From an optimization exercise on the open Yosys and OpenROAD flow, aimed at small area and a short achievable clock period; shortcuts taken in it are not production practice. No run shown here included a check of the RTL's function; only the layout flow was run. Power and IR drop assume default switching activity.

===== flow/config.mk =====
export PLATFORM = sky130hd
export DESIGN_NAME = fpu
export DESIGN_NICKNAME = fpu
export VERILOG_FILES = /design/flow/design.v
export SDC_FILE = /design/flow/constraint.sdc
export NUM_CORES = 4
export LEC_CHECK = 0
export CAP_MARGIN = 20
export CORE_MARGIN = 2
export CORE_UTILIZATION = 40
export SETUP_SLACK_MARGIN = 5
export SLEW_MARGIN = 20
export SYNTH_HIERARCHICAL = 1
export SYNTH_MINIMUM_KEEP_SIZE = 0

===== flow/design.v =====
module fp_mul_tree (
    input  wire [14:0] fa,
    input  wire [14:0] fb,
    output wire [31:0] r0,
    output wire [31:0] r1
);
    wire [17:0] y = {2'b01, fb, 1'b0};    
    wire [16:0] x = {1'b1, fa, 1'b0};     
    wire [7:0] neg, one, two;
    wire [6:0] nneg;
    wire [16:0] pp0, pp1, pp2, pp3, pp4, pp5, pp6, pp7;
    genvar k;
    generate for (k = 0; k < 8; k = k + 1) begin : g_enc
        assign neg[k] = y[2 * k + 2];
        assign one[k] = y[2 * k + 1] ^ y[2 * k];
        assign two[k] = (y[2 * k + 2] & ~y[2 * k + 1] & ~y[2 * k]) | (~y[2 * k + 2] & y[2 * k + 1] & y[2 * k]);
    end endgenerate
    generate for (k = 0; k < 7; k = k + 1) begin : g_nneg
        assign nneg[k] = ~neg[k];
    end endgenerate
    fp_booth_row u_row0 (.x(x), .one(one[0]), .two(two[0]), .neg(neg[0]), .pp(pp0));
    fp_booth_row u_row1 (.x(x), .one(one[1]), .two(two[1]), .neg(neg[1]), .pp(pp1));
    fp_booth_row u_row2 (.x(x), .one(one[2]), .two(two[2]), .neg(neg[2]), .pp(pp2));
    fp_booth_row u_row3 (.x(x), .one(one[3]), .two(two[3]), .neg(neg[3]), .pp(pp3));
    fp_booth_row u_row4 (.x(x), .one(one[4]), .two(two[4]), .neg(neg[4]), .pp(pp4));
    fp_booth_row u_row5 (.x(x), .one(one[5]), .two(two[5]), .neg(neg[5]), .pp(pp5));
    fp_booth_row u_row6 (.x(x), .one(one[6]), .two(two[6]), .neg(neg[6]), .pp(pp6));
    fp_booth_row u_row7 (.x(x), .one(one[7]), .two(two[7]), .neg(neg[7]), .pp(pp7));
    wire s1;
    wire c1;
    wire s2;
    wire c2;
    wire s3;
    wire c3;
    wire s4;
    wire c4;
    wire s5;
    wire c5;
    wire s6;
    wire c6;
    wire s7;
    wire c7;
    wire s8;
    wire c8;
    wire s9;
    wire c9;
    wire s10;
    wire c10;
    wire s11;
    wire c11;
    wire s12;
    wire c12;
    wire s13;
    wire c13;
    wire s14;
    wire c14;
    wire s15;
    wire c15;
    wire s16;
    wire c16;
    wire s17;
    wire c17;
    wire s18;
    wire c18;
    wire s19;
    wire c19;
    wire s20;
    wire c20;
    wire s21;
    wire c21;
    wire s22;
    wire c22;
    wire s23;
    wire c23;
    wire s24;
    wire c24;
    wire s25;
    wire c25;
    wire s26;
    wire c26;
    wire s27;
    wire c27;
    wire s28;
    wire c28;
    wire s29;
    wire c29;
    wire s30;
    wire c30;
    wire s31;
    wire c31;
    wire s32;
    wire c32;
    wire s33;
    wire c33;
    wire s34;
    wire c34;
    wire s35;
    wire c35;
    wire s36;
    wire c36;
    wire s37;
    wire c37;
    wire s38;
    wire c38;
    wire s39;
    wire c39;
    wire s40;
    wire c40;
    wire s41;
    wire c41;
    wire s42;
    wire c42;
    wire s43;
    wire c43;
    wire s44;
    wire c44;
    wire s45;
    wire c45;
    wire s46;
    wire c46;
    wire s47;
    wire c47;
    wire s48;
    wire c48;
    wire s49;
    wire c49;
    wire s50;
    wire c50;
    wire s51;
    wire c51;
    wire s52;
    wire c52;
    wire s53;
    wire c53;
    wire s54;
    wire c54;
    wire s55;
    wire c55;
    wire s56;
    wire c56;
    wire s57;
    wire c57;
    wire s58;
    wire c58;
    wire s59;
    wire c59;
    wire s60;
    wire c60;
    wire s61;
    wire c61;
    wire s62;
    wire c62;
    wire s63;
    wire c63;
    wire s64;
    wire c64;
    wire s65;
    wire c65;
    wire s66;
    wire c66;
    wire s67;
    wire c67;
    wire s68;
    wire c68;
    wire s69;
    wire c69;
    wire s70;
    wire c70;
    wire s71;
    wire c71;
    wire s72;
    wire c72;
    wire s73;
    wire c73;
    wire s74;
    wire c74;
    wire s75;
    wire c75;
    wire s76;
    wire c76;
    wire s77;
    wire c77;
    wire s78;
    wire c78;
    wire s79;
    wire c79;
    wire s80;
    wire c80;
    wire s81;
    wire c81;
    wire s82;
    wire c82;
    wire s83;
    wire c83;
    wire s84;
    wire c84;
    wire s85;
    wire c85;
    wire s86;
    wire c86;
    wire s87;
    wire c87;
    wire s88;
    wire c88;
    wire s89;
    wire c89;
    wire s90;
    wire c90;
    wire s91;
    wire c91;
    wire s92;
    wire c92;
    wire s93;
    wire c93;
    wire s94;
    wire c94;
    wire s95;
    wire c95;
    wire s96;
    wire c96;
    wire s97;
    wire c97;
    wire s98;
    wire c98;
    wire s99;
    wire c99;
    wire s100;
    wire c100;
    wire s101;
    wire c101;
    wire s102;
    wire c102;
    wire s103;
    wire c103;
    wire s104;
    wire c104;
    wire s105;
    wire c105;
    wire s106;
    wire c106;
    wire s107;
    wire c107;
    wire s108;
    wire c108;
    wire s109;
    wire c109;
    wire s110;
    wire c110;
    wire s111;
    wire c111;
    wire s112;
    wire c112;
    wire s113;
    wire c113;
    wire s114;
    wire c114;
    wire s115;
    wire c115;
    wire s116;
    wire c116;
    wire s117;
    wire c117;
    wire s118;
    wire c118;
    wire s119;
    wire c119;
    wire s120;
    wire c120;
    wire s121;
    wire c121;
    wire s122;
    wire c122;
    wire s123;
    wire c123;
    wire s124;
    wire c124;
    wire s125;
    wire c125;
    wire s126;
    wire c126;
    wire s127;
    wire c127;
    wire s128;
    wire c128;
    wire s129;
    wire c129;
    wire s130;
    wire c130;
    wire s131;
    wire c131;
    wire s132;
    wire c132;
    fp_ha u_s1 (.a(pp0[10]), .b(pp1[8]), .s(s1), .co(c1));
    fp_ha u_s2 (.a(pp0[11]), .b(pp1[9]), .s(s2), .co(c2));
    fp_fa u_s3 (.a(pp0[12]), .b(pp1[10]), .c(pp2[8]), .s(s3), .co(c3));
    fp_ha u_s4 (.a(pp3[6]), .b(pp4[4]), .s(s4), .co(c4));
    fp_fa u_s5 (.a(pp0[13]), .b(pp1[11]), .c(pp2[9]), .s(s5), .co(c5));
    fp_ha u_s6 (.a(pp3[7]), .b(pp4[5]), .s(s6), .co(c6));
    fp_fa u_s7 (.a(pp0[14]), .b(pp1[12]), .c(pp2[10]), .s(s7), .co(c7));
    fp_fa u_s8 (.a(pp3[8]), .b(pp4[6]), .c(pp5[4]), .s(s8), .co(c8));
    fp_ha u_s9 (.a(pp6[2]), .b(pp7[0]), .s(s9), .co(c9));
    fp_fa u_s10 (.a(pp0[15]), .b(pp1[13]), .c(pp2[11]), .s(s10), .co(c10));
    fp_fa u_s11 (.a(pp3[9]), .b(pp4[7]), .c(pp5[5]), .s(s11), .co(c11));
    fp_ha u_s12 (.a(pp6[3]), .b(pp7[1]), .s(s12), .co(c12));
    fp_fa u_s13 (.a(pp0[16]), .b(pp1[14]), .c(pp2[12]), .s(s13), .co(c13));
    fp_fa u_s14 (.a(pp3[10]), .b(pp4[8]), .c(pp5[6]), .s(s14), .co(c14));
    fp_fa u_s15 (.a(pp6[4]), .b(pp7[2]), .c(fa[0]), .s(s15), .co(c15));
    fp_fa u_s16 (.a(pp1[15]), .b(pp2[13]), .c(pp3[11]), .s(s16), .co(c16));
    fp_fa u_s17 (.a(pp4[9]), .b(pp5[7]), .c(pp6[5]), .s(s17), .co(c17));
    fp_fa u_s18 (.a(pp7[3]), .b(neg[0]), .c(fa[1]), .s(s18), .co(c18));
    fp_fa u_s19 (.a(pp1[16]), .b(pp2[14]), .c(pp3[12]), .s(s19), .co(c19));
    fp_fa u_s20 (.a(pp4[10]), .b(pp5[8]), .c(pp6[6]), .s(s20), .co(c20));
    fp_fa u_s21 (.a(pp7[4]), .b(neg[0]), .c(fa[2]), .s(s21), .co(c21));
    fp_fa u_s22 (.a(nneg[1]), .b(pp2[15]), .c(pp3[13]), .s(s22), .co(c22));
    fp_fa u_s23 (.a(pp4[11]), .b(pp5[9]), .c(pp6[7]), .s(s23), .co(c23));
    fp_fa u_s24 (.a(pp7[5]), .b(nneg[0]), .c(fa[3]), .s(s24), .co(c24));
    fp_fa u_s25 (.a(pp2[16]), .b(pp3[14]), .c(pp4[12]), .s(s25), .co(c25));
    fp_fa u_s26 (.a(pp5[10]), .b(pp6[8]), .c(pp7[6]), .s(s26), .co(c26));
    fp_ha u_s27 (.a(fa[4]), .b(1'b1), .s(s27), .co(c27));
    fp_fa u_s28 (.a(nneg[2]), .b(pp3[15]), .c(pp4[13]), .s(s28), .co(c28));
    fp_fa u_s29 (.a(pp5[11]), .b(pp6[9]), .c(pp7[7]), .s(s29), .co(c29));
    fp_fa u_s30 (.a(pp3[16]), .b(pp4[14]), .c(pp5[12]), .s(s30), .co(c30));
    fp_ha u_s31 (.a(pp6[10]), .b(pp7[8]), .s(s31), .co(c31));
    fp_fa u_s32 (.a(nneg[3]), .b(pp4[15]), .c(pp5[13]), .s(s32), .co(c32));
    fp_ha u_s33 (.a(pp4[16]), .b(pp5[14]), .s(s33), .co(c33));
    fp_ha u_s34 (.a(pp0[6]), .b(pp1[4]), .s(s34), .co(c34));
    fp_ha u_s35 (.a(pp0[7]), .b(pp1[5]), .s(s35), .co(c35));
    fp_fa u_s36 (.a(pp0[8]), .b(pp1[6]), .c(pp2[4]), .s(s36), .co(c36));
    fp_ha u_s37 (.a(pp3[2]), .b(pp4[0]), .s(s37), .co(c37));
    fp_fa u_s38 (.a(pp0[9]), .b(pp1[7]), .c(pp2[5]), .s(s38), .co(c38));
    fp_ha u_s39 (.a(pp3[3]), .b(pp4[1]), .s(s39), .co(c39));
    fp_fa u_s40 (.a(pp2[6]), .b(pp3[4]), .c(pp4[2]), .s(s40), .co(c40));
    fp_fa u_s41 (.a(pp5[0]), .b(neg[5]), .c(s1), .s(s41), .co(c41));
    fp_fa u_s42 (.a(pp2[7]), .b(pp3[5]), .c(pp4[3]), .s(s42), .co(c42));
    fp_fa u_s43 (.a(pp5[1]), .b(c1), .c(s2), .s(s43), .co(c43));
    fp_fa u_s44 (.a(pp5[2]), .b(pp6[0]), .c(neg[6]), .s(s44), .co(c44));
    fp_fa u_s45 (.a(c2), .b(s3), .c(s4), .s(s45), .co(c45));
    fp_fa u_s46 (.a(pp5[3]), .b(pp6[1]), .c(c3), .s(s46), .co(c46));
    fp_fa u_s47 (.a(c4), .b(s5), .c(s6), .s(s47), .co(c47));
    fp_fa1 u_s48 (.a(c5), .b(c6), .s(s48), .co(c48));
    fp_fa u_s49 (.a(s7), .b(s8), .c(s9), .s(s49), .co(c49));
    fp_fa u_s50 (.a(c7), .b(c8), .c(c9), .s(s50), .co(c50));
    fp_fa u_s51 (.a(s10), .b(s11), .c(s12), .s(s51), .co(c51));
    fp_fa u_s52 (.a(c10), .b(c11), .c(c12), .s(s52), .co(c52));
    fp_fa u_s53 (.a(s13), .b(s14), .c(s15), .s(s53), .co(c53));
    fp_fa u_s54 (.a(c13), .b(c14), .c(c15), .s(s54), .co(c54));
    fp_fa u_s55 (.a(s16), .b(s17), .c(s18), .s(s55), .co(c55));
    fp_fa u_s56 (.a(c16), .b(c17), .c(c18), .s(s56), .co(c56));
    fp_fa u_s57 (.a(s19), .b(s20), .c(s21), .s(s57), .co(c57));
    fp_fa u_s58 (.a(c19), .b(c20), .c(c21), .s(s58), .co(c58));
    fp_fa u_s59 (.a(s22), .b(s23), .c(s24), .s(s59), .co(c59));
    fp_fa u_s60 (.a(c22), .b(c23), .c(c24), .s(s60), .co(c60));
    fp_fa u_s61 (.a(s25), .b(s26), .c(s27), .s(s61), .co(c61));
    fp_fa u_s62 (.a(fa[5]), .b(c25), .c(c26), .s(s62), .co(c62));
    fp_fa u_s63 (.a(c27), .b(s28), .c(s29), .s(s63), .co(c63));
    fp_fa u_s64 (.a(fa[6]), .b(1'b1), .c(c28), .s(s64), .co(c64));
    fp_fa u_s65 (.a(c29), .b(s30), .c(s31), .s(s65), .co(c65));
    fp_fa u_s66 (.a(pp6[11]), .b(pp7[9]), .c(fa[7]), .s(s66), .co(c66));
    fp_fa u_s67 (.a(c30), .b(c31), .c(s32), .s(s67), .co(c67));
    fp_fa u_s68 (.a(pp6[12]), .b(pp7[10]), .c(fa[8]), .s(s68), .co(c68));
    fp_fa1 u_s69 (.a(c32), .b(s33), .s(s69), .co(c69));
    fp_fa u_s70 (.a(nneg[4]), .b(pp5[15]), .c(pp6[13]), .s(s70), .co(c70));
    fp_fa u_s71 (.a(pp7[11]), .b(fa[9]), .c(c33), .s(s71), .co(c71));
    fp_fa u_s72 (.a(pp5[16]), .b(pp6[14]), .c(pp7[12]), .s(s72), .co(c72));
    fp_ha u_s73 (.a(fa[10]), .b(1'b1), .s(s73), .co(c73));
    fp_fa u_s74 (.a(nneg[5]), .b(pp6[15]), .c(pp7[13]), .s(s74), .co(c74));
    fp_ha u_s75 (.a(pp6[16]), .b(pp7[14]), .s(s75), .co(c75));
    fp_ha u_s76 (.a(pp0[4]), .b(pp1[2]), .s(s76), .co(c76));
    fp_ha u_s77 (.a(pp0[5]), .b(pp1[3]), .s(s77), .co(c77));
    fp_fa u_s78 (.a(pp2[2]), .b(pp3[0]), .c(neg[3]), .s(s78), .co(c78));
    fp_fa u_s79 (.a(pp2[3]), .b(pp3[1]), .c(c34), .s(s79), .co(c79));
    fp_fa u_s80 (.a(neg[4]), .b(c35), .c(s36), .s(s80), .co(c80));
    fp_fa u_s81 (.a(c36), .b(c37), .c(s38), .s(s81), .co(c81));
    fp_fa u_s82 (.a(c38), .b(c39), .c(s40), .s(s82), .co(c82));
    fp_fa u_s83 (.a(c40), .b(s42), .c(c41), .s(s83), .co(c83));
    fp_fa u_s84 (.a(c42), .b(s44), .c(c43), .s(s84), .co(c84));
    fp_fa u_s85 (.a(c44), .b(c45), .c(s46), .s(s85), .co(c85));
    fp_fa u_s86 (.a(c46), .b(c47), .c(s48), .s(s86), .co(c86));
    fp_fa u_s87 (.a(c48), .b(c49), .c(s50), .s(s87), .co(c87));
    fp_fa u_s88 (.a(c50), .b(c51), .c(s52), .s(s88), .co(c88));
    fp_fa u_s89 (.a(c52), .b(c53), .c(s54), .s(s89), .co(c89));
    fp_fa u_s90 (.a(c54), .b(c55), .c(s56), .s(s90), .co(c90));
    fp_fa u_s91 (.a(c56), .b(c57), .c(s58), .s(s91), .co(c91));
    fp_fa u_s92 (.a(c58), .b(c59), .c(s60), .s(s92), .co(c92));
    fp_fa u_s93 (.a(c60), .b(c61), .c(s62), .s(s93), .co(c93));
    fp_fa u_s94 (.a(c62), .b(c63), .c(s64), .s(s94), .co(c94));
    fp_fa u_s95 (.a(s66), .b(c64), .c(c65), .s(s95), .co(c95));
    fp_fa u_s96 (.a(c66), .b(s68), .c(c67), .s(s96), .co(c96));
    fp_fa u_s97 (.a(c68), .b(s70), .c(c69), .s(s97), .co(c97));
    fp_fa u_s98 (.a(c70), .b(s72), .c(s73), .s(s98), .co(c98));
    fp_fa u_s99 (.a(fa[11]), .b(c72), .c(c73), .s(s99), .co(c99));
    fp_fa u_s100 (.a(fa[12]), .b(1'b1), .c(c74), .s(s100), .co(c100));
    fp_fa u_s101 (.a(nneg[6]), .b(pp7[15]), .c(fa[13]), .s(s101), .co(c101));
    fp_ha u_s102 (.a(pp7[16]), .b(fa[14]), .s(s102), .co(c102));
    fp_ha u_s103 (.a(pp0[2]), .b(pp1[0]), .s(s103), .co(c103));
    fp_ha u_s104 (.a(pp0[3]), .b(pp1[1]), .s(s104), .co(c104));
    fp_fa u_s105 (.a(pp2[0]), .b(neg[2]), .c(s76), .s(s105), .co(c105));
    fp_fa u_s106 (.a(pp2[1]), .b(c76), .c(s77), .s(s106), .co(c106));
    fp_fa u_s107 (.a(s34), .b(c77), .c(s78), .s(s107), .co(c107));
    fp_fa u_s108 (.a(s35), .b(c78), .c(s79), .s(s108), .co(c108));
    fp_fa u_s109 (.a(s37), .b(c79), .c(s80), .s(s109), .co(c109));
    fp_fa u_s110 (.a(s39), .b(c80), .c(s81), .s(s110), .co(c110));
    fp_fa u_s111 (.a(s41), .b(c81), .c(s82), .s(s111), .co(c111));
    fp_fa u_s112 (.a(s43), .b(c82), .c(s83), .s(s112), .co(c112));
    fp_fa u_s113 (.a(s45), .b(c83), .c(s84), .s(s113), .co(c113));
    fp_fa u_s114 (.a(s47), .b(c84), .c(s85), .s(s114), .co(c114));
    fp_fa u_s115 (.a(s49), .b(c85), .c(s86), .s(s115), .co(c115));
    fp_fa u_s116 (.a(s51), .b(c86), .c(s87), .s(s116), .co(c116));
    fp_fa u_s117 (.a(s53), .b(c87), .c(s88), .s(s117), .co(c117));
    fp_fa u_s118 (.a(s55), .b(c88), .c(s89), .s(s118), .co(c118));
    fp_fa u_s119 (.a(s57), .b(c89), .c(s90), .s(s119), .co(c119));
    fp_fa u_s120 (.a(s59), .b(c90), .c(s91), .s(s120), .co(c120));
    fp_fa u_s121 (.a(s61), .b(c91), .c(s92), .s(s121), .co(c121));
    fp_fa u_s122 (.a(s63), .b(c92), .c(s93), .s(s122), .co(c122));
    fp_fa u_s123 (.a(s65), .b(c93), .c(s94), .s(s123), .co(c123));
    fp_fa u_s124 (.a(s67), .b(c94), .c(s95), .s(s124), .co(c124));
    fp_fa u_s125 (.a(s69), .b(c95), .c(s96), .s(s125), .co(c125));
    fp_fa u_s126 (.a(s71), .b(c96), .c(s97), .s(s126), .co(c126));
    fp_fa u_s127 (.a(c71), .b(s98), .c(c97), .s(s127), .co(c127));
    fp_fa u_s128 (.a(s74), .b(c98), .c(s99), .s(s128), .co(c128));
    fp_fa u_s129 (.a(s75), .b(c99), .c(s100), .s(s129), .co(c129));
    fp_fa u_s130 (.a(c75), .b(s101), .c(c100), .s(s130), .co(c130));
    fp_fa1 u_s131 (.a(c101), .b(s102), .s(s131), .co(c131));
    assign s132 = ~c102;
    assign c132 = c102;
    assign r0[0] = pp0[0];
    assign r1[0] = neg[0];
    assign r0[1] = pp0[1];
    assign r1[1] = 1'b0;
    assign r0[2] = neg[1];
    assign r1[2] = s103;
    assign r0[3] = c103;
    assign r1[3] = s104;
    assign r0[4] = c104;
    assign r1[4] = s105;
    assign r0[5] = c105;
    assign r1[5] = s106;
    assign r0[6] = c106;
    assign r1[6] = s107;
    assign r0[7] = c107;
    assign r1[7] = s108;
    assign r0[8] = c108;
    assign r1[8] = s109;
    assign r0[9] = c109;
    assign r1[9] = s110;
    assign r0[10] = c110;
    assign r1[10] = s111;
    assign r0[11] = c111;
    assign r1[11] = s112;
    assign r0[12] = c112;
    assign r1[12] = s113;
    assign r0[13] = c113;
    assign r1[13] = s114;
    assign r0[14] = c114;
    assign r1[14] = s115;
    assign r0[15] = c115;
    assign r1[15] = s116;
    assign r0[16] = c116;
    assign r1[16] = s117;
    assign r0[17] = c117;
    assign r1[17] = s118;
    assign r0[18] = c118;
    assign r1[18] = s119;
    assign r0[19] = c119;
    assign r1[19] = s120;
    assign r0[20] = c120;
    assign r1[20] = s121;
    assign r0[21] = c121;
    assign r1[21] = s122;
    assign r0[22] = c122;
    assign r1[22] = s123;
    assign r0[23] = c123;
    assign r1[23] = s124;
    assign r0[24] = c124;
    assign r1[24] = s125;
    assign r0[25] = c125;
    assign r1[25] = s126;
    assign r0[26] = c126;
    assign r1[26] = s127;
    assign r0[27] = c127;
    assign r1[27] = s128;
    assign r0[28] = c128;
    assign r1[28] = s129;
    assign r0[29] = c129;
    assign r1[29] = s130;
    assign r0[30] = c130;
    assign r1[30] = s131;
    assign r0[31] = c131;
    assign r1[31] = s132;
endmodule
module fp_booth_row (input wire [16:0] x, input wire one, input wire two, input wire neg, output wire [16:0] pp);
    wire [17:0] xe = {1'b0, x};
    genvar j;
    generate for (j = 0; j < 17; j = j + 1) begin : g_pp
        fp_bpp u_pp (.x1(xe[j + 1]), .x0(xe[j]), .one(one), .two(two), .neg(neg), .pp(pp[j]));
    end endgenerate
endmodule
module fp_bpp (input wire x1, input wire x0, input wire one, input wire two, input wire neg, output wire pp);
    assign pp = ((one & x1) | (two & x0)) ^ neg;
endmodule
module fp_fa (input wire a, input wire b, input wire c, output wire s, output wire co);
    assign s  = a ^ b ^ c;
    assign co = (a & b) | (a & c) | (b & c);
endmodule
module fp_fa1 (input wire a, input wire b, output wire s, output wire co);
    assign s  = ~(a ^ b);
    assign co = a | b;
endmodule
module fp_ha (input wire a, input wire b, output wire s, output wire co);
    assign s  = a ^ b;
    assign co = a & b;
endmodule
module fp_add17 (
    input  wire [16:0] x,
    input  wire [16:0] y,
    input  wire ci,
    output wire [16:0] s,
    output wire co
);
    wire [17:0] g0, p0;
    assign g0[0] = ci;
    assign p0[0] = 1'b0;
    assign g0[17:1] = x & y;
    assign p0[17:1] = x ^ y;
    wire g1_1;
    fp_gc u_0_1 (.gh(g0[1]), .ph(p0[1]), .gl(g0[0]), .g(g1_1));
    wire g1_3, p1_3;
    fp_pgc u_0_3 (.gh(g0[3]), .ph(p0[3]), .gl(g0[2]), .pl(p0[2]), .g(g1_3), .p(p1_3));
    wire g1_5, p1_5;
    fp_pgc u_0_5 (.gh(g0[5]), .ph(p0[5]), .gl(g0[4]), .pl(p0[4]), .g(g1_5), .p(p1_5));
    wire g1_7, p1_7;
    fp_pgc u_0_7 (.gh(g0[7]), .ph(p0[7]), .gl(g0[6]), .pl(p0[6]), .g(g1_7), .p(p1_7));
    wire g1_9, p1_9;
    fp_pgc u_0_9 (.gh(g0[9]), .ph(p0[9]), .gl(g0[8]), .pl(p0[8]), .g(g1_9), .p(p1_9));
    wire g1_11, p1_11;
    fp_pgc u_0_11 (.gh(g0[11]), .ph(p0[11]), .gl(g0[10]), .pl(p0[10]), .g(g1_11), .p(p1_11));
    wire g1_13, p1_13;
    fp_pgc u_0_13 (.gh(g0[13]), .ph(p0[13]), .gl(g0[12]), .pl(p0[12]), .g(g1_13), .p(p1_13));
    wire g1_15, p1_15;
    fp_pgc u_0_15 (.gh(g0[15]), .ph(p0[15]), .gl(g0[14]), .pl(p0[14]), .g(g1_15), .p(p1_15));
    wire g1_17, p1_17;
    fp_pgc u_0_17 (.gh(g0[17]), .ph(p0[17]), .gl(g0[16]), .pl(p0[16]), .g(g1_17), .p(p1_17));
    wire g2_2;
    fp_gc u_1_2 (.gh(g0[2]), .ph(p0[2]), .gl(g1_1), .g(g2_2));
    wire g2_3;
    fp_gc u_1_3 (.gh(g1_3), .ph(p1_3), .gl(g1_1), .g(g2_3));
    wire g2_6, p2_6;
    fp_pgc u_1_6 (.gh(g0[6]), .ph(p0[6]), .gl(g1_5), .pl(p1_5), .g(g2_6), .p(p2_6));
    wire g2_7, p2_7;
    fp_pgc u_1_7 (.gh(g1_7), .ph(p1_7), .gl(g1_5), .pl(p1_5), .g(g2_7), .p(p2_7));
    wire g2_10, p2_10;
    fp_pgc u_1_10 (.gh(g0[10]), .ph(p0[10]), .gl(g1_9), .pl(p1_9), .g(g2_10), .p(p2_10));
    wire g2_11, p2_11;
    fp_pgc u_1_11 (.gh(g1_11), .ph(p1_11), .gl(g1_9), .pl(p1_9), .g(g2_11), .p(p2_11));
    wire g2_14, p2_14;
    fp_pgc u_1_14 (.gh(g0[14]), .ph(p0[14]), .gl(g1_13), .pl(p1_13), .g(g2_14), .p(p2_14));
    wire g2_15, p2_15;
    fp_pgc u_1_15 (.gh(g1_15), .ph(p1_15), .gl(g1_13), .pl(p1_13), .g(g2_15), .p(p2_15));
    wire g3_4;
    fp_gc u_2_4 (.gh(g0[4]), .ph(p0[4]), .gl(g2_3), .g(g3_4));
    wire g3_5;
    fp_gc u_2_5 (.gh(g1_5), .ph(p1_5), .gl(g2_3), .g(g3_5));
    wire g3_6;
    fp_gc u_2_6 (.gh(g2_6), .ph(p2_6), .gl(g2_3), .g(g3_6));
    wire g3_7;
    fp_gc u_2_7 (.gh(g2_7), .ph(p2_7), .gl(g2_3), .g(g3_7));
    wire g3_12, p3_12;
    fp_pgc u_2_12 (.gh(g0[12]), .ph(p0[12]), .gl(g2_11), .pl(p2_11), .g(g3_12), .p(p3_12));
    wire g3_13, p3_13;
    fp_pgc u_2_13 (.gh(g1_13), .ph(p1_13), .gl(g2_11), .pl(p2_11), .g(g3_13), .p(p3_13));
    wire g3_14, p3_14;
    fp_pgc u_2_14 (.gh(g2_14), .ph(p2_14), .gl(g2_11), .pl(p2_11), .g(g3_14), .p(p3_14));
    wire g3_15, p3_15;
    fp_pgc u_2_15 (.gh(g2_15), .ph(p2_15), .gl(g2_11), .pl(p2_11), .g(g3_15), .p(p3_15));
    wire g4_8;
    fp_gc u_3_8 (.gh(g0[8]), .ph(p0[8]), .gl(g3_7), .g(g4_8));
    wire g4_9;
    fp_gc u_3_9 (.gh(g1_9), .ph(p1_9), .gl(g3_7), .g(g4_9));
    wire g4_10;
    fp_gc u_3_10 (.gh(g2_10), .ph(p2_10), .gl(g3_7), .g(g4_10));
    wire g4_11;
    fp_gc u_3_11 (.gh(g2_11), .ph(p2_11), .gl(g3_7), .g(g4_11));
    wire g4_12;
    fp_gc u_3_12 (.gh(g3_12), .ph(p3_12), .gl(g3_7), .g(g4_12));
    wire g4_13;
    fp_gc u_3_13 (.gh(g3_13), .ph(p3_13), .gl(g3_7), .g(g4_13));
    wire g4_14;
    fp_gc u_3_14 (.gh(g3_14), .ph(p3_14), .gl(g3_7), .g(g4_14));
    wire g4_15;
    fp_gc u_3_15 (.gh(g3_15), .ph(p3_15), .gl(g3_7), .g(g4_15));
    wire g5_16;
    fp_gc u_4_16 (.gh(g0[16]), .ph(p0[16]), .gl(g4_15), .g(g5_16));
    wire g5_17;
    fp_gc u_4_17 (.gh(g1_17), .ph(p1_17), .gl(g4_15), .g(g5_17));
    assign s[0] = p0[1] ^ g0[0];
    assign s[1] = p0[2] ^ g1_1;
    assign s[2] = p0[3] ^ g2_2;
    assign s[3] = p0[4] ^ g2_3;
    assign s[4] = p0[5] ^ g3_4;
    assign s[5] = p0[6] ^ g3_5;
    assign s[6] = p0[7] ^ g3_6;
    assign s[7] = p0[8] ^ g3_7;
    assign s[8] = p0[9] ^ g4_8;
    assign s[9] = p0[10] ^ g4_9;
    assign s[10] = p0[11] ^ g4_10;
    assign s[11] = p0[12] ^ g4_11;
    assign s[12] = p0[13] ^ g4_12;
    assign s[13] = p0[14] ^ g4_13;
    assign s[14] = p0[15] ^ g4_14;
    assign s[15] = p0[16] ^ g4_15;
    assign s[16] = p0[17] ^ g5_16;
    assign co = g5_17;
endmodule
module fp_add22 (
    input  wire [21:0] x,
    input  wire [21:0] y,
    input  wire ci,
    output wire [21:0] s,
    output wire co
);
    wire [22:0] g0, p0;
    assign g0[0] = ci;
    assign p0[0] = 1'b0;
    assign g0[22:1] = x & y;
    assign p0[22:1] = x ^ y;
    wire g1_1;
    fp_gc u_0_1 (.gh(g0[1]), .ph(p0[1]), .gl(g0[0]), .g(g1_1));
    wire g1_3, p1_3;
    fp_pgc u_0_3 (.gh(g0[3]), .ph(p0[3]), .gl(g0[2]), .pl(p0[2]), .g(g1_3), .p(p1_3));
    wire g1_5, p1_5;
    fp_pgc u_0_5 (.gh(g0[5]), .ph(p0[5]), .gl(g0[4]), .pl(p0[4]), .g(g1_5), .p(p1_5));
    wire g1_7, p1_7;
    fp_pgc u_0_7 (.gh(g0[7]), .ph(p0[7]), .gl(g0[6]), .pl(p0[6]), .g(g1_7), .p(p1_7));
    wire g1_9, p1_9;
    fp_pgc u_0_9 (.gh(g0[9]), .ph(p0[9]), .gl(g0[8]), .pl(p0[8]), .g(g1_9), .p(p1_9));
    wire g1_11, p1_11;
    fp_pgc u_0_11 (.gh(g0[11]), .ph(p0[11]), .gl(g0[10]), .pl(p0[10]), .g(g1_11), .p(p1_11));
    wire g1_13, p1_13;
    fp_pgc u_0_13 (.gh(g0[13]), .ph(p0[13]), .gl(g0[12]), .pl(p0[12]), .g(g1_13), .p(p1_13));
    wire g1_15, p1_15;
    fp_pgc u_0_15 (.gh(g0[15]), .ph(p0[15]), .gl(g0[14]), .pl(p0[14]), .g(g1_15), .p(p1_15));
    wire g1_17, p1_17;
    fp_pgc u_0_17 (.gh(g0[17]), .ph(p0[17]), .gl(g0[16]), .pl(p0[16]), .g(g1_17), .p(p1_17));
    wire g1_19, p1_19;
    fp_pgc u_0_19 (.gh(g0[19]), .ph(p0[19]), .gl(g0[18]), .pl(p0[18]), .g(g1_19), .p(p1_19));
    wire g1_21, p1_21;
    fp_pgc u_0_21 (.gh(g0[21]), .ph(p0[21]), .gl(g0[20]), .pl(p0[20]), .g(g1_21), .p(p1_21));
    wire g2_2;
    fp_gc u_1_2 (.gh(g0[2]), .ph(p0[2]), .gl(g1_1), .g(g2_2));
    wire g2_3;
    fp_gc u_1_3 (.gh(g1_3), .ph(p1_3), .gl(g1_1), .g(g2_3));
    wire g2_6, p2_6;
    fp_pgc u_1_6 (.gh(g0[6]), .ph(p0[6]), .gl(g1_5), .pl(p1_5), .g(g2_6), .p(p2_6));
    wire g2_7, p2_7;
    fp_pgc u_1_7 (.gh(g1_7), .ph(p1_7), .gl(g1_5), .pl(p1_5), .g(g2_7), .p(p2_7));
    wire g2_10, p2_10;
    fp_pgc u_1_10 (.gh(g0[10]), .ph(p0[10]), .gl(g1_9), .pl(p1_9), .g(g2_10), .p(p2_10));
    wire g2_11, p2_11;
    fp_pgc u_1_11 (.gh(g1_11), .ph(p1_11), .gl(g1_9), .pl(p1_9), .g(g2_11), .p(p2_11));
    wire g2_14, p2_14;
    fp_pgc u_1_14 (.gh(g0[14]), .ph(p0[14]), .gl(g1_13), .pl(p1_13), .g(g2_14), .p(p2_14));
    wire g2_15, p2_15;
    fp_pgc u_1_15 (.gh(g1_15), .ph(p1_15), .gl(g1_13), .pl(p1_13), .g(g2_15), .p(p2_15));
    wire g2_18, p2_18;
    fp_pgc u_1_18 (.gh(g0[18]), .ph(p0[18]), .gl(g1_17), .pl(p1_17), .g(g2_18), .p(p2_18));
    wire g2_19, p2_19;
    fp_pgc u_1_19 (.gh(g1_19), .ph(p1_19), .gl(g1_17), .pl(p1_17), .g(g2_19), .p(p2_19));
    wire g2_22, p2_22;
    fp_pgc u_1_22 (.gh(g0[22]), .ph(p0[22]), .gl(g1_21), .pl(p1_21), .g(g2_22), .p(p2_22));
    wire g3_4;
    fp_gc u_2_4 (.gh(g0[4]), .ph(p0[4]), .gl(g2_3), .g(g3_4));
    wire g3_5;
    fp_gc u_2_5 (.gh(g1_5), .ph(p1_5), .gl(g2_3), .g(g3_5));
    wire g3_6;
    fp_gc u_2_6 (.gh(g2_6), .ph(p2_6), .gl(g2_3), .g(g3_6));
    wire g3_7;
    fp_gc u_2_7 (.gh(g2_7), .ph(p2_7), .gl(g2_3), .g(g3_7));
    wire g3_12, p3_12;
    fp_pgc u_2_12 (.gh(g0[12]), .ph(p0[12]), .gl(g2_11), .pl(p2_11), .g(g3_12), .p(p3_12));
    wire g3_13, p3_13;
    fp_pgc u_2_13 (.gh(g1_13), .ph(p1_13), .gl(g2_11), .pl(p2_11), .g(g3_13), .p(p3_13));
    wire g3_14, p3_14;
    fp_pgc u_2_14 (.gh(g2_14), .ph(p2_14), .gl(g2_11), .pl(p2_11), .g(g3_14), .p(p3_14));
    wire g3_15, p3_15;
    fp_pgc u_2_15 (.gh(g2_15), .ph(p2_15), .gl(g2_11), .pl(p2_11), .g(g3_15), .p(p3_15));
    wire g3_20, p3_20;
    fp_pgc u_2_20 (.gh(g0[20]), .ph(p0[20]), .gl(g2_19), .pl(p2_19), .g(g3_20), .p(p3_20));
    wire g3_21, p3_21;
    fp_pgc u_2_21 (.gh(g1_21), .ph(p1_21), .gl(g2_19), .pl(p2_19), .g(g3_21), .p(p3_21));
    wire g3_22, p3_22;
    fp_pgc u_2_22 (.gh(g2_22), .ph(p2_22), .gl(g2_19), .pl(p2_19), .g(g3_22), .p(p3_22));
    wire g4_8;
    fp_gc u_3_8 (.gh(g0[8]), .ph(p0[8]), .gl(g3_7), .g(g4_8));
    wire g4_9;
    fp_gc u_3_9 (.gh(g1_9), .ph(p1_9), .gl(g3_7), .g(g4_9));
    wire g4_10;
    fp_gc u_3_10 (.gh(g2_10), .ph(p2_10), .gl(g3_7), .g(g4_10));
    wire g4_11;
    fp_gc u_3_11 (.gh(g2_11), .ph(p2_11), .gl(g3_7), .g(g4_11));
    wire g4_12;
    fp_gc u_3_12 (.gh(g3_12), .ph(p3_12), .gl(g3_7), .g(g4_12));
    wire g4_13;
    fp_gc u_3_13 (.gh(g3_13), .ph(p3_13), .gl(g3_7), .g(g4_13));
    wire g4_14;
    fp_gc u_3_14 (.gh(g3_14), .ph(p3_14), .gl(g3_7), .g(g4_14));
    wire g4_15;
    fp_gc u_3_15 (.gh(g3_15), .ph(p3_15), .gl(g3_7), .g(g4_15));
    wire g5_16;
    fp_gc u_4_16 (.gh(g0[16]), .ph(p0[16]), .gl(g4_15), .g(g5_16));
    wire g5_17;
    fp_gc u_4_17 (.gh(g1_17), .ph(p1_17), .gl(g4_15), .g(g5_17));
    wire g5_18;
    fp_gc u_4_18 (.gh(g2_18), .ph(p2_18), .gl(g4_15), .g(g5_18));
    wire g5_19;
    fp_gc u_4_19 (.gh(g2_19), .ph(p2_19), .gl(g4_15), .g(g5_19));
    wire g5_20;
    fp_gc u_4_20 (.gh(g3_20), .ph(p3_20), .gl(g4_15), .g(g5_20));
    wire g5_21;
    fp_gc u_4_21 (.gh(g3_21), .ph(p3_21), .gl(g4_15), .g(g5_21));
    wire g5_22;
    fp_gc u_4_22 (.gh(g3_22), .ph(p3_22), .gl(g4_15), .g(g5_22));
    assign s[0] = p0[1] ^ g0[0];
    assign s[1] = p0[2] ^ g1_1;
    assign s[2] = p0[3] ^ g2_2;
    assign s[3] = p0[4] ^ g2_3;
    assign s[4] = p0[5] ^ g3_4;
    assign s[5] = p0[6] ^ g3_5;
    assign s[6] = p0[7] ^ g3_6;
    assign s[7] = p0[8] ^ g3_7;
    assign s[8] = p0[9] ^ g4_8;
    assign s[9] = p0[10] ^ g4_9;
    assign s[10] = p0[11] ^ g4_10;
    assign s[11] = p0[12] ^ g4_11;
    assign s[12] = p0[13] ^ g4_12;
    assign s[13] = p0[14] ^ g4_13;
    assign s[14] = p0[15] ^ g4_14;
    assign s[15] = p0[16] ^ g4_15;
    assign s[16] = p0[17] ^ g5_16;
    assign s[17] = p0[18] ^ g5_17;
    assign s[18] = p0[19] ^ g5_18;
    assign s[19] = p0[20] ^ g5_19;
    assign s[20] = p0[21] ^ g5_20;
    assign s[21] = p0[22] ^ g5_21;
    assign co = g5_22;
endmodule
module fp_cy10 (
    input  wire [9:0] x,
    input  wire [9:0] y,
    output wire co
);
    wire [10:0] g0, p0;
    assign g0[0] = 1'b0;
    assign p0[0] = 1'b0;
    assign g0[10:1] = x & y;
    assign p0[10:1] = x ^ y;
    wire g1_1;
    fp_gc u_0_1 (.gh(g0[1]), .ph(p0[1]), .gl(g0[0]), .g(g1_1));
    wire g1_3, p1_3;
    fp_pgc u_0_3 (.gh(g0[3]), .ph(p0[3]), .gl(g0[2]), .pl(p0[2]), .g(g1_3), .p(p1_3));
    wire g1_5, p1_5;
    fp_pgc u_0_5 (.gh(g0[5]), .ph(p0[5]), .gl(g0[4]), .pl(p0[4]), .g(g1_5), .p(p1_5));
    wire g1_7, p1_7;
    fp_pgc u_0_7 (.gh(g0[7]), .ph(p0[7]), .gl(g0[6]), .pl(p0[6]), .g(g1_7), .p(p1_7));
    wire g1_9, p1_9;
    fp_pgc u_0_9 (.gh(g0[9]), .ph(p0[9]), .gl(g0[8]), .pl(p0[8]), .g(g1_9), .p(p1_9));
    wire g2_2;
    fp_gc u_1_2 (.gh(g0[2]), .ph(p0[2]), .gl(g1_1), .g(g2_2));
    wire g2_3;
    fp_gc u_1_3 (.gh(g1_3), .ph(p1_3), .gl(g1_1), .g(g2_3));
    wire g2_6, p2_6;
    fp_pgc u_1_6 (.gh(g0[6]), .ph(p0[6]), .gl(g1_5), .pl(p1_5), .g(g2_6), .p(p2_6));
    wire g2_7, p2_7;
    fp_pgc u_1_7 (.gh(g1_7), .ph(p1_7), .gl(g1_5), .pl(p1_5), .g(g2_7), .p(p2_7));
    wire g2_10, p2_10;
    fp_pgc u_1_10 (.gh(g0[10]), .ph(p0[10]), .gl(g1_9), .pl(p1_9), .g(g2_10), .p(p2_10));
    wire g3_4;
    fp_gc u_2_4 (.gh(g0[4]), .ph(p0[4]), .gl(g2_3), .g(g3_4));
    wire g3_5;
    fp_gc u_2_5 (.gh(g1_5), .ph(p1_5), .gl(g2_3), .g(g3_5));
    wire g3_6;
    fp_gc u_2_6 (.gh(g2_6), .ph(p2_6), .gl(g2_3), .g(g3_6));
    wire g3_7;
    fp_gc u_2_7 (.gh(g2_7), .ph(p2_7), .gl(g2_3), .g(g3_7));
    wire g4_8;
    fp_gc u_3_8 (.gh(g0[8]), .ph(p0[8]), .gl(g3_7), .g(g4_8));
    wire g4_9;
    fp_gc u_3_9 (.gh(g1_9), .ph(p1_9), .gl(g3_7), .g(g4_9));
    wire g4_10;
    fp_gc u_3_10 (.gh(g2_10), .ph(p2_10), .gl(g3_7), .g(g4_10));
    assign co = g4_10;
endmodule
module fp_gc (input wire gh, input wire ph, input wire gl, output wire g);
    assign g = gh | (ph & gl);
endmodule
module fp_pgc (input wire gh, input wire ph, input wire gl, input wire pl, output wire g, output wire p);
    assign g = gh | (ph & gl);
    assign p = ph & pl;
endmodule
module fpu #(
    parameter WIDTH = 24
)(
    input   logic clk,
    input   wire logic [WIDTH - 1:0] a,
    input   wire logic [WIDTH - 1:0] b,
    input   wire logic [3:0]         opcode,
    output  logic [WIDTH - 1:0] result
);
    wire       abig  = a[22:0] > b[22:0];
    wire [3:0] dab   = a[18:15] - b[18:15];
    logic [23:0] a1, b1;
    logic [3:0]  op1;
    logic        abig1;
    logic [3:0]  sh1;      
    logic        ha1, hb1;  
    always_ff @(posedge clk) begin
        a1    <= a;
        b1    <= b;
        op1   <= opcode;
        abig1 <= abig;
        sh1   <= abig ? dab : 4'd0 - dab;
        ha1   <= a[22:15] != 8'd0;
        hb1   <= b[22:15] != 8'd0;
    end
    wire is_as   = (op1 == 4'b0000) || (op1 == 4'b0100);
    wire is_max  = (op1 == 4'b0001);
    wire is_min  = (op1 == 4'b0010);
    wire is_fl   = (op1 == 4'b1000);
    wire is_ce   = (op1 == 4'b1001);
    wire is_mul  = (op1 == 4'b0011);
    wire is_abs  = (op1 == 4'b0101);
    wire is_neg  = (op1 == 4'b0110);
    wire        sa = a1[23];
    wire [7:0]  ea = a1[22:15];
    wire [14:0] fa = a1[14:0];
    wire        sb = b1[23];
    wire [7:0]  eb = b1[22:15];
    wire [14:0] fb = b1[14:0];
    wire [15:0] ma     = {ha1, fa};
    wire [15:0] mb     = {hb1, fb};
    wire        sbx    = sb ^ op1[2];
    wire [15:0] maxm   = abig1 ? ma : mb;
    wire [15:0] minm   = abig1 ? mb : ma;
    wire [7:0]  maxe   = abig1 ? ea : eb;
    wire [15:0] shm    = minm >> sh1;
    wire        effsub = sa ^ sbx;
    wire        ssign  = abig1 ? sa : sbx;
    wire [16:0] sum;
    wire        sum_co;
    fp_add17 u_add (.x({1'b0, maxm}), .y({1'b0, effsub ? ~shm : shm}), .ci(effsub),
                    .s(sum), .co(sum_co));
    wire        a_gt = (sa == sb) ? (abig1 ^ sa) : sb;
    wire [23:0] mm   = (a_gt ^ is_min) ? a1 : b1;
    wire [22:0] th;
    genvar k;
    generate for (k = 0; k < 23; k = k + 1) begin : g_th
        assign th[k] = ea >= 8'(128 + k);
    end endgenerate
    wire [14:0] fmask;     
    wire [14:0] cm;        
    wire [14:0] hm;        
    generate for (k = 0; k < 15; k = k + 1) begin : g_masks
        assign fmask[k] = th[14 - k];
        assign cm[k]    = th[8 + k];
        assign hm[k]    = th[22 - k];
    end endgenerate
    wire [14:0] rf   = fa & fmask;
    wire        fhf  = |(fa & ~fmask);
    wire        frz  = ~|rf;
    wire        lt1  = ~th[0] & (ea != 8'd127);
    wire        fup  = sa & fhf;
    wire [23:0] fl_r = {sa, lt1 ? 8'd0 : (fup & frz) ? ea + 8'd1 : ea,
                        rf[14:1], rf[0] | (fup & ~frz)};
    wire        chf  = ~th[22] & |(fa & cm);
    wire [14:0] cx   = fa | ~hm;
    wire [15:0] cpa;                       
    assign cpa[0] = 1'b1;
    generate for (k = 0; k < 15; k = k + 1) begin : g_cpa
        assign cpa[k + 1] = cpa[k] & cx[k];
    end endgenerate
    wire [23:0] ce_r = ~chf ? a1 :
                       sa   ? {1'b1, ea, fa & ~cm} :
                              {1'b0, ea + {7'd0, cpa[15]}, fa ^ (hm & cpa[14:0])};
    wire [23:0] pass_r =
        (is_max | is_min) ? mm :
        is_fl  ? fl_r :
        is_ce  ? ce_r :
        is_abs ? {1'b0, a1[22:0]} :
        is_neg ? {~sa, a1[22:0]} :
        (sa ? 24'hbf8000 : 24'h3f8000);
    wire [31:0] r0, r1;
    fp_mul_tree u_tree (.fa(fa), .fb(fb), .r0(r0), .r1(r1));
    wire        lo_co;     
    fp_cy10 u_lo (.x(r0[9:0]), .y(r1[9:0]), .co(lo_co));
    wire [8:0]  sum9  = {1'b0, ea} + {1'b0, eb};
    wire [8:0]  e9    = sum9 - 9'd127;
    wire        mzero = ~ha1 || ~hb1 || (sum9 < 9'd128);
    wire        movf  = sum9 >= 9'd382;
    wire        meq   = sum9 == 9'd381;
    wire        msign = sa ^ sb;
    logic        k_mul, k_as, k_sub;
    logic [56:0] d2;
    always_ff @(posedge clk) begin
        k_mul <= is_mul;
        k_as  <= is_as;
        k_sub <= effsub;
        if (is_mul)
            d2 <= {meq, movf, mzero, msign, e9[7:0], lo_co, r1[31:10], r0[31:10]};
        else if (is_as)
            d2 <= {31'd0, ssign, maxe, sum};
        else
            d2 <= {33'd0, pass_r};
    end
    wire [16:0] m  = d2[16:0];
    wire [7:0]  me = d2[24:17];
    wire        ms = d2[25];
    logic [3:0] lz;
    always_comb begin
        lz = 4'd15;
        for (int i = 0; i < 16; i++)
            if (m[i]) lz = 4'(15 - i);
    end
    wire [15:0] nsh   = m[15:0] << lz;
    wire [23:0] add_r = m[16] ? {ms, me + 8'd1, m[15:1]} : {ms, me, m[14:0]};
    wire [23:0] sub_r = (m[15:0] == 16'd0) ? {ms, 23'd0} : {ms, me - {4'd0, lz}, nsh[14:0]};
    wire [21:0] ps;                        
    wire        ps_co;
    fp_add22 u_cpa (.x(d2[21:0]), .y(d2[43:22]), .ci(d2[44]),
                    .s(ps), .co(ps_co));
    wire [16:0] p     = ps[21:5];          
    wire [7:0]  pe0   = d2[52:45];
    wire [7:0]  pe1   = d2[52:45] + 8'd1;
    wire [7:0]  pe    = p[16] ? pe1 : pe0;
    wire [14:0] pm    = p[16] ? p[15:1] : p[14:0];
    wire        povf  = d2[55] | (d2[56] & p[16]);
    wire [23:0] mul_r = d2[54] ? 24'd0 : povf ? 24'h7f8000 : {d2[53], pe, pm};
    always_ff @(posedge clk) begin
        if (k_mul)
            result <= mul_r;
        else if (k_as)
            result <= k_sub ? sub_r : add_r;
        else
            result <= d2[23:0];
    end
endmodule

===== flow/run.sh =====
#!/bin/bash
# synth_recipe.tcl (not shown) runs the flow's synth.tcl, then flattens the netlist and writes it again
# the make line also repeats each setting of config.mk as NAME=value (left out here)
make -C /OpenROAD-flow-scripts/flow DESIGN_CONFIG=/design/flow/config.mk WORK_HOME=/design/flow/orfs CLKGATE_MAP_FILE= SYNTH_SCRIPT=/design/flow/synth_recipe.tcl finish

===== flow/constraint.sdc =====
create_clock -name core_clock -period 8.5 [get_ports {clk}]
set_input_delay 1.7000 -clock core_clock [delete_from_list [all_inputs] [get_ports {clk}]]
set_output_delay 1.7000 -clock core_clock [all_outputs]
set_load 0.01 [all_outputs]

==> results of run 1 <==
-- layout by cell type (no fill, tap or decap), types with 12 or more instances in the layout --
| cell type | instances |
|---|---|
| xnor2_1 | 148 |
| buf_4 | 141 |
| a22oi_2 | 137 |
| a21o_1 | 106 |
| ha_1 | 105 |
| dfxtp_1 | 104 |
| nand2_1 | 99 |
| nor2_1 | 84 |
| o21ai_0 | 80 |
| inv_1 | 76 |
| and2_1 | 71 |
| fa_1 | 61 |
| a21oi_1 | 58 |
| clkdlybuf4s50_1 | 58 |
| conb_1 | 57 |
| mux2i_1 | 53 |
| xor2_1 | 50 |
| fa_2 | 50 |
| nor3_1 | 30 |
| dfxtp_4 | 30 |
| nand3_1 | 27 |
| mux2_2 | 27 |
| o211ai_1 | 22 |
| buf_12 | 22 |
| o22ai_1 | 19 |
| xnor2_2 | 19 |
| o21a_1 | 18 |
| clkbuf_16 | 18 |
| o221ai_1 | 17 |
| a22oi_1 | 17 |
| mux4_2 | 17 |
| o21ai_1 | 16 |
| nand2b_1 | 16 |
| a211oi_1 | 15 |
| buf_6 | 15 |
| a31oi_1 | 14 |
| nor4_1 | 14 |
| ha_4 | 13 |
| nand4_1 | 12 |
| o31ai_1 | 12 |
-- per-layer routing --
layer / wire, um / up-vias / global-route usage
li1: - / 7808 / -
met1: 29430 / 8566 / 0.3716
met2: 33120 / 869 / 0.4765
met3: 5540 / 219 / 0.06034
met4: 3498 / 0 / 0.1434
met5: 0 / - / 0
-- worst min-delay path: stages (launching register included) --
cell and delay [ns]:
dfxtp_1 0.30, inv_1 0.04, o22ai_1 0.11
-- timing repair --
item	CTS	global route
pin swaps	82	49
gates resized for setup	144	59
hold endpoints to repair	0	0
buffers inserted	166	14
cloned	3	0
endpoints found under the setup margin	67	59
-- layout make-up --
cell class	instances	area [um^2]	area share
multi-input combinational	1706	15860	0.6760
sequential	143	2987	0.1273
timing repair buffer	277	2917	0.1243
tap	607	759.5	0.03238
clock buffer	21	481.7	0.02054
inverter	91	354.1	0.01510
clock inverter	10	98.84	0.004214
antenna	1	2.502	0.0001067
-- flip-flops by register name, indices dropped and copies added (netlist names) --
signal,flops
d2,57
k_mul,1
ha1,1
k_as,1
abig1,1
hb1,1
result,24
op1,4
b1,24
a1,24
sh1,4
k_sub,1
-- worst paths after layout --
check | cells after the start | slack (ns) | end
setup / recovery | 15 | 4.55 | d2[12]
hold / removal | 2 | 0.52 | result[23]
setup reg to reg | 15 | 4.55 | d2[12]
hold reg to reg | 2 | 0.52 | result[23]
-- through the flow --
step | cells | power (W) | setup slack [ns] | cell area (um^2)
6_report | 2856 | 0.005236 | 4.545 | 23460
5_1_grt | 2855 | 0.005535 | 4.372 | 23450
4_1_cts | 2841 | 0.005096 | 4.649 | 23090
3_5_place_dp | 2641 | 0.004024 | 3.875 | 20190
3_3_place_gp | 2641 | 0.003984 | 3.905 | 20190
2_1_floorplan | 2095 | 0.003563 | 4.613 | 19450
-- power by group --
part           switching [W]  total (W)  internal (W)
logic                0.00182    0.00349       0.00167
clock network       0.000326   0.000763      0.000436
registers           0.000210   0.000981      0.000771
==> results.ini, run 1 <==
[clock_tree]
clkTransAtPathRegs_ns = 0.07
clock_latency_ns = 0.48
cts_buffers = 17
cts.sinks = 143
cts_tree = yes
hold_buffers = 0
htreeDepth = 4
cts_root_buffer = clkbuf_16
cts.path.max_buffers = 2

[setup_path]
start_kind = flip-flop
crit_path_max_fanout = 5
crit_type = reg2reg
cpPeakStageDelay_ns = 0.52
critPathSlowestCell = mux4_2
timing.rr.start = b1[9]
worstSetupStartpoint = b1[9]
crit_family = compound AO/OA/AOI/OAI gates
crit_required_ns = 8.87
cp_num_buf_inv = 1
worstPathArrival_ns = 4.32
cp-end-kind = flip-flop
crit_path_cell_trace = buf_4 > mux4_2 > mux2i_2 > mux2_4 > o22ai_1 > xnor2_1 > ha_1 > and2_4 > a21o_1 > a21o_4 > a21o_1 > xor2_1 > a222oi_1 > a21oi_1 > or3_1
cp_common_cell = a21o_1

[timing]
fin_setup_tns_ns = 0
fmax_ghz = 0.2529
fin_skew_ns = 0.01439
finalHoldWorstSlack_ns = 0.5232
drv_slew = 0
period_share = 0.4653
final.min_clock_period_ns = 3.955
max_slew_margin = 0.3090
finalHoldViolCount = 0
tightest_slew_ns = 1.026
rsz0062_at_grt = yes
setup_violations = 0

[pwr]
ir_worst_vdd_mv = 0.1327
p_per_area_nw_per_um2 = 223.2
p_leak_nw = 9.778

[floorplan]
initial_utilization = 0.4040
ios = 77
die_area_um2 = 48560
placementRows = 79
core_um2 = 46360
fp.dieW_um = 220.4
die_y_um = 220.4

[logic_synthesis]
avgSynthCellArea_um2 = 9.135
syn_area_um2 = 18730
syn_inst = 2050
yosys_warnings = 7

[final_layout]
drive_gt1_frac = 0.2905
fillers = 4233
finish.net_count = 2520
fin_util = 0.5060
area_delta_synth_final_pct = 25.25

[detailed_routing]
drt_iter0_markers = 1580
wire_per_inst_um = 25.06
num_vias = 17460
remaining_drc_errors = 0
finalWirelength_um = 71590
vias_per_cell = 6.114
detail_route.first_pass.iterations = 6
postRouteAntennaNets = 0

[placement]
io_buffer_count = 76
gp_congestion = 0.9867
dpl.hpwl_um = 46370

[min_path]
holdCritStartpoint = d2[53]
min_path_type = reg2reg

[global_routing]
antenna_found_initial = 0
gr-usage-all-layers = 0.2937
grt_max_degree = 42
grt_pass1_wl_um = 106500
overflow = 0
grt_pass1_vias = 17320

[run_status]
status = complete, no violations

[flow_run]
cap_viol_max_count = 0

==> run 2: changes to the inputs <==
--- a/flow/design.v
+++ b/flow/design.v
@@ -808,2 +808,3 @@
     wire       abig  = a[22:0] > b[22:0];
+    wire       egt   = a[22:15] > b[22:15];
     wire [3:0] dab   = a[18:15] - b[18:15];
@@ -819,3 +820,3 @@
         abig1 <= abig;
-        sh1   <= abig ? dab : 4'd0 - dab;
+        sh1   <= egt ? dab : 4'd0 - dab;    
         ha1   <= a[22:15] != 8'd0;
==> run 2 against run 1 <==
Still clean. Worst hold slack got worse by 0.045 ns. Critical path depth rose by 2. Register-to-register slack got worse by 0.06 ns. Core utilization rose by 1.2 points. Clock skew rose by 0.017 ns. Via count rose by 3.6%. Total power rose by 4.2%. Combinational power rose by 4%. Design area rose by 2.6%. Critical path type unchanged. Largest cell class unchanged. Highest routed layer is now met5.
==> results.ini, run 2 <==
[final_layout]
fin_util = 0.5178  ; was 0.5060
largest_reg_flops = 57  ; unchanged
multi_input_area_um2 = 16120  ; was 15860 um^2
fillers = 4221  ; was 4233
area_delta_synth_final_pct = 27.82  ; was 25.25%
drive_gt1_frac = 0.3087  ; was 0.2905
largest-register = d2  ; unchanged
finish.net_count = 2561  ; was 2520
final_cell_mix = 147 x buf_4, 136 x a22oi_2, 130 x xnor2_1, 116 x nor2_1, 110 x ha_1  ; was 148 x xnor2_1, 141 x buf_4, 137 x a22oi_2, 106 x a21o_1, 105 x ha_1
area.sequential_um2 = 3032  ; was 2987 um^2
finalNonFillerCells = 2898  ; was 2856
layout_commonest_cell = buf_4  ; was xnor2_1

[floorplan]
fp.dieW_um = 220.9  ; was 220.4 um
ios = 77  ; unchanged
initial_utilization = 0.4051  ; was 0.4040
placementRows = 79  ; unchanged
core_um2 = 46460  ; was 46360 um^2
die_y_um = 220.9  ; was 220.4 um
die_area_um2 = 48800  ; was 48560 um^2

[timing]
fin_skew_ns = 0.03137  ; was 0.01439 ns
rsz0062_at_grt = yes  ; unchanged
finalHoldWorstSlack_ns = 0.4786  ; was 0.5232 ns
final.min_clock_period_ns = 4.014  ; was 3.955 ns
tightest_slew_ns = 0.9651  ; was 1.026 ns
finalHoldViolCount = 0  ; unchanged
setup_violations = 0  ; unchanged
max_slew_margin = 0.3559  ; was 0.3090
fin_ws_ns = 4.486  ; was 4.545 ns
period_share = 0.4723  ; was 0.4653
fin_setup_tns_ns = 0  ; unchanged
drv_slew = 0  ; unchanged
fmax_ghz = 0.2491  ; was 0.2529 GHz

[run_status]
status = complete, no violations  ; unchanged

[detailed_routing]
wire_per_inst_um = 25.67  ; was 25.06 um
postRouteAntennaNets = 0  ; unchanged
finalWirelength_um = 74390  ; was 71590 um
detail_route.first_pass.iterations = 6  ; unchanged
drt_iter0_markers = 2183  ; was 1580
vias_per_cell = 6.243  ; was 6.114
remaining_drc_errors = 0  ; unchanged
num_vias = 18090  ; was 17460

[setup_path]
crit_family = compound AO/OA/AOI/OAI gates  ; unchanged
crit_path_cell_trace = inv_2 > nor3_1 > a21oi_2 > mux4_2 > xnor2_1 > ha_1 > and2_1 > a21o_1 > a21o_4 > buf_4 > buf_6 > a21o_1 > xor2_1 > a22oi_1 > a31oi_1 > a31oi_1 > o31ai_1  ; was buf_4 > mux4_2 > mux2i_2 > mux2_4 > o22ai_1 > xnor2_1 > ha_1 > and2_4 > a21o_1 > a21o_4 > a21o_1 > xor2_1 > a222oi_1 > a21oi_1 > or3_1
start_kind = flip-flop  ; unchanged
reg2reg_slack_ns = 4.49  ; was 4.55 ns
cpPeakStageDelay_ns = 0.51  ; was 0.52 ns
cp-end-kind = flip-flop  ; unchanged
critPathSlowestCell = mux4_2  ; unchanged
worstPathArrival_ns = 4.36  ; was 4.32 ns
crit_required_ns = 8.84  ; was 8.87 ns
crit_path_max_fanout = 17  ; was 5
cp_num_buf_inv = 3  ; was 1
crit_type = reg2reg  ; unchanged

[clock_tree]
clock_latency_ns = 0.49  ; was 0.48 ns
cts_tree = yes  ; unchanged
cts.sinks = 143  ; unchanged
htreeDepth = 4  ; unchanged
hold_buffers = 0  ; unchanged
cts_root_buffer = clkbuf_16  ; unchanged
clkTransAtPathRegs_ns = 0.08  ; was 0.07 ns
cts_buffers = 17  ; unchanged
cts.path.max_buffers = 2  ; unchanged

[global_routing]
met1_usage = 0.3761  ; was 0.3716
antenna_found_initial = 2  ; was 0
grt.busiest_layer = met2  ; unchanged
groute.layer.met3.usage = 0.05683  ; was 0.06034
gr-usage-met2 = 0.4668  ; was 0.4765
grt_max_degree = 39  ; was 42
grt_pass1_vias = 17840  ; was 17320
grt_pass1_wl_um = 110300  ; was 106500 um
gr-usage-all-layers = 0.2930  ; was 0.2937
overflow = 0  ; unchanged

[pwr]
p_leak_nw = 9.977  ; was 9.778 nW
p_per_area_nw_per_um2 = 226.7  ; was 223.2 nW/um^2
ir_worst_vdd_mv = 0.1552  ; was 0.1327 mV

[placement]
post-place-ws_ns = 3.865  ; was 3.875 ns
dp.cells = 2662  ; was 2641
gp_congestion = 0.9832  ; was 0.9867
dpl.hpwl_um = 47370  ; was 46370 um
io_buffer_count = 76  ; unchanged

[logic_synthesis]
syn_inst = 2089  ; was 2050
yosys_warnings = 7  ; unchanged
syn_area_um2 = 18820  ; was 18730 um^2
avgSynthCellArea_um2 = 9.009  ; was 9.135 um^2

[flow_run]
cap_viol_max_count = 0  ; unchanged

[min_path]
min_path_type = reg2reg  ; unchanged

## run 2: through the flow
stage,cell area [um^2],total power (W)
final,24050,0.005453
after global routing,24050,0.005778
after CTS,23150,0.005192
after detailed placement,20380,0.004076
after global placement,20380,0.004009
after floorplan,19680,0.003634
## run 2: area by class of cell
class / count / share of cell area
inverters: 87 / 0.01410
multi-input cells: 1730 / 0.6703
repair buffers: 298 / 0.1326
clock inverters: 14 / 0.006606
diodes: 1 / 0.0001040
clock buffers: 18 / 0.01873
well taps: 607 / 0.03157
flip-flops and latches: 143 / 0.1260
## run 2: what timing repair did
action,in CTS,in global routing
gates cloned,2,0
setup buffers,158,43
resized for setup,116,117
endpoints found under the setup margin,63,54
pin swaps,49,48
## run 2: path summary, 6_finish.rpt
check / start / to / depth (start not counted)
worst max-delay path: sh1[1] / d2[9] / 17
worst min-delay path: d2[53] / result[23] / 2
worst max register to register: sh1[1] / d2[9] / 17
worst min register to register: d2[53] / result[23] / 2
## run 2: where the power goes
group | internal, W | total [W] | switching, W
Combinational | 0.00175 | 0.00364 | 0.00189
Sequential | 0.000783 | 0.00102 | 0.000234
Clock | 0.000412 | 0.000799 | 0.000387
Total | 0.00295 | 0.00545 | 0.00251
## run 2: worst reg2reg max path: stages (launching register included)
cell and delay [ns]:
dfxtp_1 0.36, inv_2 0.21, nor3_1 0.45, a21oi_2 0.10
mux4_2 0.52, xnor2_1 0.14, ha_1 0.34, and2_1 0.18
a21o_1 0.21, a21o_4 0.25, buf_4 0.14, buf_6 0.11
a21o_1 0.15, xor2_1 0.14, a22oi_1 0.19, a31oi_1 0.12
a31oi_1 0.17, o31ai_1 0.09
## run 2: metal layers
layer / vias up / share of wire
li1: 7925 / -
met1: 8828 / 0.40
met2: 1083 / 0.46
met3: 255 / 0.090
met4: 2 / 0.055
met5: - / 0.00017

[port drivers added, routing unchanged]
Ports are ideal in the flow. The routed layouts listed here were re-timed in OpenROAD.
Step 1 (the two cells are an assumption about what drives the block):
set clk [get_ports {clk}]
set_driving_cell -lib_cell sky130_fd_sc_hd__clkbuf_16 $clk
set_driving_cell -lib_cell sky130_fd_sc_hd__buf_2 [delete_from_list [all_inputs] $clk]
Step 2 times the ports against the registers' clock, not the clock port: input delays grow and output delays shrink by t, the midpoint of the rising clock arrivals with the driver on.
Slacks: ideal / step 1 / step 2; pairs: ideal / step 1.
run | shift t [ns] | setup slack, ns | worst register clock-pin slew, ns
run 1 | 0.530 | 4.545 / 4.545 / 4.531 | 0.07 / 0.07
run 2 | 0.528 | 4.486 / 4.486 / 4.486 | 0.09 / 0.09
After both steps setup and hold are still met in every run listed. For run 1, which loses most, drivers alone change the setup slack by 0.000 ns; drivers and shift together by -0.014 ns.
